From an optimization exercise on the open Yosys and OpenROAD flow, aimed at small area; shortcuts taken in it are not production practice.
Only simulation tests tie the RTL to the original design; equivalence was not proved.
No driver is modelled on the clock port, so clock power and skew are understated where the tree is cut down; a real chip needs a root buffer or a tree.
Power and IR drop assume default switching activity.

==> inputs of run E <==
==> flow/design.v (excerpt) <==
module spimaster_top (
    input  wire       clk,
    input  wire       rst_btn,
    input  wire [1:0] mode_sw,
    input  wire       start_btn,
    input  wire [3:0] clk_div_sw,
    input  wire [7:0] data_sw,
    output wire       led_busy,
    output wire [1:0] led_mode,
    output wire       spi_cs_n,
    output wire       spi_sclk,
    output wire       spi_mosi
);
==> flow/config.mk <==
export PLATFORM = sky130hd
export DESIGN_NAME = spimaster_top
export DESIGN_NICKNAME = spimaster_top
export VERILOG_FILES = /design/flow/design.v
export SDC_FILE = /design/flow/constraint.sdc
export NUM_CORES = 4
export LEC_CHECK = 0
export CAP_MARGIN = 20
export CORE_MARGIN = 2
export CORE_UTILIZATION = 40
export SLEW_MARGIN = 20
==> flow/constraint.sdc <==
create_clock -name core_clock -period 10.0 [get_ports {clk}]
set_input_delay 2.0000 -clock core_clock [delete_from_list [all_inputs] [get_ports {clk}]]
set_output_delay 2.0000 -clock core_clock [all_outputs]
set_load 0.01 [all_outputs]
standard.sh (not shown) runs the stock make flow with config.mk's settings and CLKGATE_MAP_FILE= SYNTH_SCRIPT=/design/flow/synth_recipe.tcl, a recipe that flattens the netlist after the stock synthesis.
==> flow/flow/run.sh <==
#!/bin/bash
# Own layout flow: the standard layout (standard.sh) with these changes:
#  - clock tree: built by flow/pre_cts.tcl (the clock port drives a few
#    clkbuf_8, each feeding a group of nearby flip-flops) in place of
#    TritonCTS; the rest of ORFS's CTS step (legalisation, timing repair)
#    runs unchanged;
#  - port buffers: sky130_fd_sc_hd__buf_1 (flow/port_args.txt).
# Each tool's output is in orfs/logs/; make's own output in standard_make.log.
set -euo pipefail
W=$(pwd)
export MY_ABC_SCRIPT="$W/flow/area.abc"
export PRE_CTS_TCL="$W/flow/pre_cts.tcl"
export BUFFER_PORTS_ARGS="$(cat "$W/flow/port_args.txt")"
bash standard.sh SYNTH_SCRIPT="$W/flow/area_synth.tcl" ADDER_MAP_FILE= finish > "$W/standard_make.log" 2>&1
==> flow/flow/area.abc <==
strash
&get -n
&deepsyn -I 20 -J 100
&dch -f
&nf -a -R 1000 -C 32 -F 8 -A 8
&put
topo
==> flow/flow/pre_cts.tcl <==
# PRE_CTS hook: build the clock tree by hand and make the CTS call in ORFS's
# cts.tcl a no-op; the rest of cts.tcl (legalisation, timing repair) runs as
# usual. The clock port drives one root buffer (clkbuf_4), which drives K
# leaf buffers (clkbuf_8), one per group of about 14 flip-flops; the groups
# come from recursive bisection of the flip-flops' positions, and each leaf
# buffer starts at its group's centroid, the root at the leaves' centroid.

proc manual_cts_bisect {pts k} {
  if {$k <= 1} { return [list $pts] }
  set xs [lsort -integer -index 1 $pts]
  set ys [lsort -integer -index 2 $pts]
  set w [expr {[lindex $xs end 1] - [lindex $xs 0 1]}]
  set h [expr {[lindex $ys end 2] - [lindex $ys 0 2]}]
  set s [expr {$w >= $h ? $xs : $ys}]
  set k1 [expr {$k / 2}]
  set k2 [expr {$k - $k1}]
  set n [llength $s]
  set m [expr {($n * $k1) / $k}]
  return [concat [manual_cts_bisect [lrange $s 0 [expr {$m - 1}]] $k1] \
                 [manual_cts_bisect [lrange $s $m end] $k2]]
}

proc manual_cts {rootmaster bufmaster per_buf} {
  set block [ord::get_db_block]
  set clknet [$block findNet clk]
  set sinks {}
  foreach it [$clknet getITerms] {
    if {[$it isInputSignal]} {
      set bb [[$it getInst] getBBox]
      lappend sinks [list $it [expr {([$bb xMin] + [$bb xMax]) / 2}] [expr {([$bb yMin] + [$bb yMax]) / 2}]]
    }
  }
  set n [llength $sinks]
  set k [expr {($n + $per_buf - 1) / $per_buf}]
  if {$k > 4 * 64} { error "manual_cts: too many sinks" }
  set master [[ord::get_db] findMaster $bufmaster]
  # root buffer: the clock port drives only this one cell
  set root [odb::dbInst_create $block [[ord::get_db] findMaster $rootmaster] "clkbuf_manual_root"]
  set rootnet [odb::dbNet_create $block "clknet_manual_root"]
  $rootnet setSigType CLOCK
  [$root findITerm A] connect $clknet
  [$root findITerm X] connect $rootnet
  set rx 0
  set ry 0
  set gi 0
  foreach grp [manual_cts_bisect $sinks $k] {
    set sx 0
    set sy 0
    foreach s $grp {
      incr sx [lindex $s 1]
      incr sy [lindex $s 2]
    }
    set inst [odb::dbInst_create $block $master "clkbuf_manual_$gi"]
    set net [odb::dbNet_create $block "clknet_manual_$gi"]
    $net setSigType CLOCK
    set cx [expr {$sx / [llength $grp]}]
    set cy [expr {$sy / [llength $grp]}]
    incr rx $cx
    incr ry $cy
    $inst setLocation $cx $cy
    $inst setPlacementStatus PLACED
    [$inst findITerm A] connect $rootnet
    [$inst findITerm X] connect $net
    foreach s $grp {
      set it [lindex $s 0]
      $it disconnect
      $it connect $net
    }
    puts "manual_cts: clkbuf_manual_$gi drives [llength $grp] clock pins"
    incr gi
  }
  $root setLocation [expr {$rx / $gi}] [expr {$ry / $gi}]
  $root setPlacementStatus PLACED
}

manual_cts sky130_fd_sc_hd__clkbuf_4 sky130_fd_sc_hd__clkbuf_8 14
proc clock_tree_synthesis {args} { puts "clock_tree_synthesis skipped: clock tree built by pre_cts.tcl" }
set_propagated_clock [all_clocks]
Other scripts of this flow, unchanged in this note and not shown: flow/flow/area_synth.tcl, flow/flow/port_args.txt
==> run C (differences from run E) <==
==> flow/flow/run.sh (replaced) <==
#!/bin/bash
# Own layout flow: the standard layout (standard.sh) with these changes:
#  - clock tree: built by flow/pre_cts.tcl in place of TritonCTS: the clock
#    port drives one root clkbuf_2, which drives a few clkbuf_8, each feeding
#    a group of nearby flip-flops (a balanced two-level tree); the rest of
#    ORFS's CTS step (legalisation, timing repair) runs unchanged;
#  - port buffers: sky130_fd_sc_hd__buf_1 (flow/port_args.txt).
# Each tool's output is in orfs/logs/; make's own output in standard_make.log.
set -euo pipefail
W=$(pwd)
export MY_ABC_SCRIPT="$W/flow/area.abc"
export PRE_CTS_TCL="$W/flow/pre_cts.tcl"
export BUFFER_PORTS_ARGS="$(cat "$W/flow/port_args.txt")"
bash standard.sh SYNTH_SCRIPT="$W/flow/area_synth.tcl" ADDER_MAP_FILE= finish > "$W/standard_make.log" 2>&1
==> flow/flow/area.abc (replaced) <==
strash
&get -n
&deepsyn -I 4 -J 50
&dch -f
&nf -a -R 1000 -C 32 -F 8 -A 8
&put
topo
--- a/flow/flow/pre_cts.tcl
+++ b/flow/flow/pre_cts.tcl
@@ -1,6 +1,6 @@
 # PRE_CTS hook: build the clock tree by hand and make the CTS call in ORFS's
 # cts.tcl a no-op; the rest of cts.tcl (legalisation, timing repair) runs as
-# usual. The clock port drives one root buffer (clkbuf_4), which drives K
-# leaf buffers (clkbuf_8), one per group of about 14 flip-flops; the groups
+# usual. The clock port drives one root buffer (clkbuf_2), which drives K
+# leaf buffers (clkbuf_8), one per group of about 17 flip-flops; the groups
 # come from recursive bisection of the flip-flops' positions, and each leaf
 # buffer starts at its group's centroid, the root at the leaves' centroid.
@@ -74,5 +74,5 @@
 }
 
-manual_cts sky130_fd_sc_hd__clkbuf_4 sky130_fd_sc_hd__clkbuf_8 14
+manual_cts sky130_fd_sc_hd__clkbuf_2 sky130_fd_sc_hd__clkbuf_8 17
 proc clock_tree_synthesis {args} { puts "clock_tree_synthesis skipped: clock tree built by pre_cts.tcl" }
 set_propagated_clock [all_clocks]
CORE_UTILIZATION = 60   (was 40)
==> run X (differences from run E) <==
--- a/flow/flow/pre_cts.tcl
+++ b/flow/flow/pre_cts.tcl
@@ -1,6 +1,6 @@
 # PRE_CTS hook: build the clock tree by hand and make the CTS call in ORFS's
 # cts.tcl a no-op; the rest of cts.tcl (legalisation, timing repair) runs as
-# usual. The clock port drives one root buffer (clkbuf_4), which drives K
-# leaf buffers (clkbuf_8), one per group of about 14 flip-flops; the groups
+# usual. The clock port drives one root buffer (clkbuf_2), which drives K
+# leaf buffers (clkbuf_8), one per group of about 17 flip-flops; the groups
 # come from recursive bisection of the flip-flops' positions, and each leaf
 # buffer starts at its group's centroid, the root at the leaves' centroid.
@@ -74,5 +74,5 @@
 }
 
-manual_cts sky130_fd_sc_hd__clkbuf_4 sky130_fd_sc_hd__clkbuf_8 14
+manual_cts sky130_fd_sc_hd__clkbuf_2 sky130_fd_sc_hd__clkbuf_8 17
 proc clock_tree_synthesis {args} { puts "clock_tree_synthesis skipped: clock tree built by pre_cts.tcl" }
 set_propagated_clock [all_clocks]
CORE_UTILIZATION = 60   (was 40)
==> run notes <==
- Run E completed without violations. Run C completed without violations. Run X finished with timing, DRC and antenna clean.
- In synthesized area, run C and run E hardly differ.
- Core utilization: run E < run C < run X.
- The highest fmax belongs to run C, the lowest to run E.
- The highest sequential share of layout area belongs to run C, the lowest to run E.
- In run X the clock power is smaller than in run E, by about 10%.
- Hold slack, lowest first: run E, run X, run C.
- Critical path depth: run E is higher than run C (9).
- Global-route usage, lowest first: run E, run C, run X.
- Between run C and run E, the lower synthesized cell count is in run C (gap about 2.4%, measured against run E).
- The highest first-iteration DRC count belongs to run X, the lowest to run E.
==> figures <==
| item | run E | run X | run C |
|---|---|---|---|
| Outcome | timing/DRC/antenna clean | timing/DRC/antenna clean | timing/DRC/antenna clean |
| Multi-In Gates | 242 | 242 | 239 |
| Non-clock inverter total of the final layout | 13 | 13 | 8 |
| Post-Syn Nets | 357 | 357 | 349 |
| Adder-Cell Fraction of Synth Area | 0.006375 | 0.006375 | 0 |
| Tmin final | 4596 ps | 4563 ps | 4447 ps |
| Total met3 wirelength after detailed routing | 263 um | 263 um | 232 um |
| Average size of a mapped cell | 9.237 um2 | 9.237 um2 | 9.467 um2 |
| Logic pwr share | 0.177 | 0.177 | 0.169 |
| Clock distribution power | 0.153 mW | 0.138 mW | 0.139 mW |
| Arrival time at the worst endpoint | 4770 ps | 4780 ps | 2450 ps |
| Number of vias in the routed layout | 2399 | 2429 | 2397 |
| Post-synthesis instance area | 3141 um2 | 3141 um2 | 3143 um2 |
| Switching share of power | 0.2797 | 0.2809 | 0.2826 |
| Combinational-cell power consumption | 0.120 mW | 0.117 mW | 0.112 mW |
| Total power divided by cell area | 196.3 nW/um2 | 195.7 nW/um2 | 195.9 nW/um2 |
| Initial Utilization | 0.4107 | 0.6188 | 0.6193 |
| Proportion of cell area occupied by multi-input gates | 0.3654 | 0.3723 | 0.3791 |
| Simple-gate share of the synthesized area | 0.2406 | 0.2406 | 0.2520 |
| Post-route met1 wirelength | 2937 um | 2731 um | 2694 um |
| Ratio of layout area to synthesized area | 1.0980x | 1.0777x | 1.0752x |
| Total Nets Final | 389 | 387 | 378 |
In every run of this note, the design's own scripts or RTL, not TritonCTS, make the clock network.

-- afterwards: timing with drivers on the ports --
The flow's constraints put no driver on any port. The routed layouts listed below were extracted and timed again, unchanged, in two steps. Step 1: set_driving_cell puts a clkbuf_16 on clk and a buf_2 on each other input, an assumption about the parent block. Step 2 also shifts input and output timing later by t, the mid clock arrival at the registers, as if the neighbouring blocks saw the same clock. Three values: ideal, step 1, step 2; two values: the first two.
run	t (ns)	slack for setup (ns)	worst register clock-pin slew, ns	worst data-port slew with drivers (ns)	pins driven straight from the clock port
run E	0.428	5.404 / 5.400 / 4.971	0.09 / 0.09	0.04	1
run C	0.483	5.553 / 5.514 / 5.142	0.11 / 0.11	0.04	1
run X	0.475	5.437 / 5.440 / 4.965	0.10 / 0.10	0.04	1
After both steps setup and hold are still met in every run listed. The setup slack of run X, which loses most, moves by +0.003 ns with the drivers and by -0.472 ns with both steps.
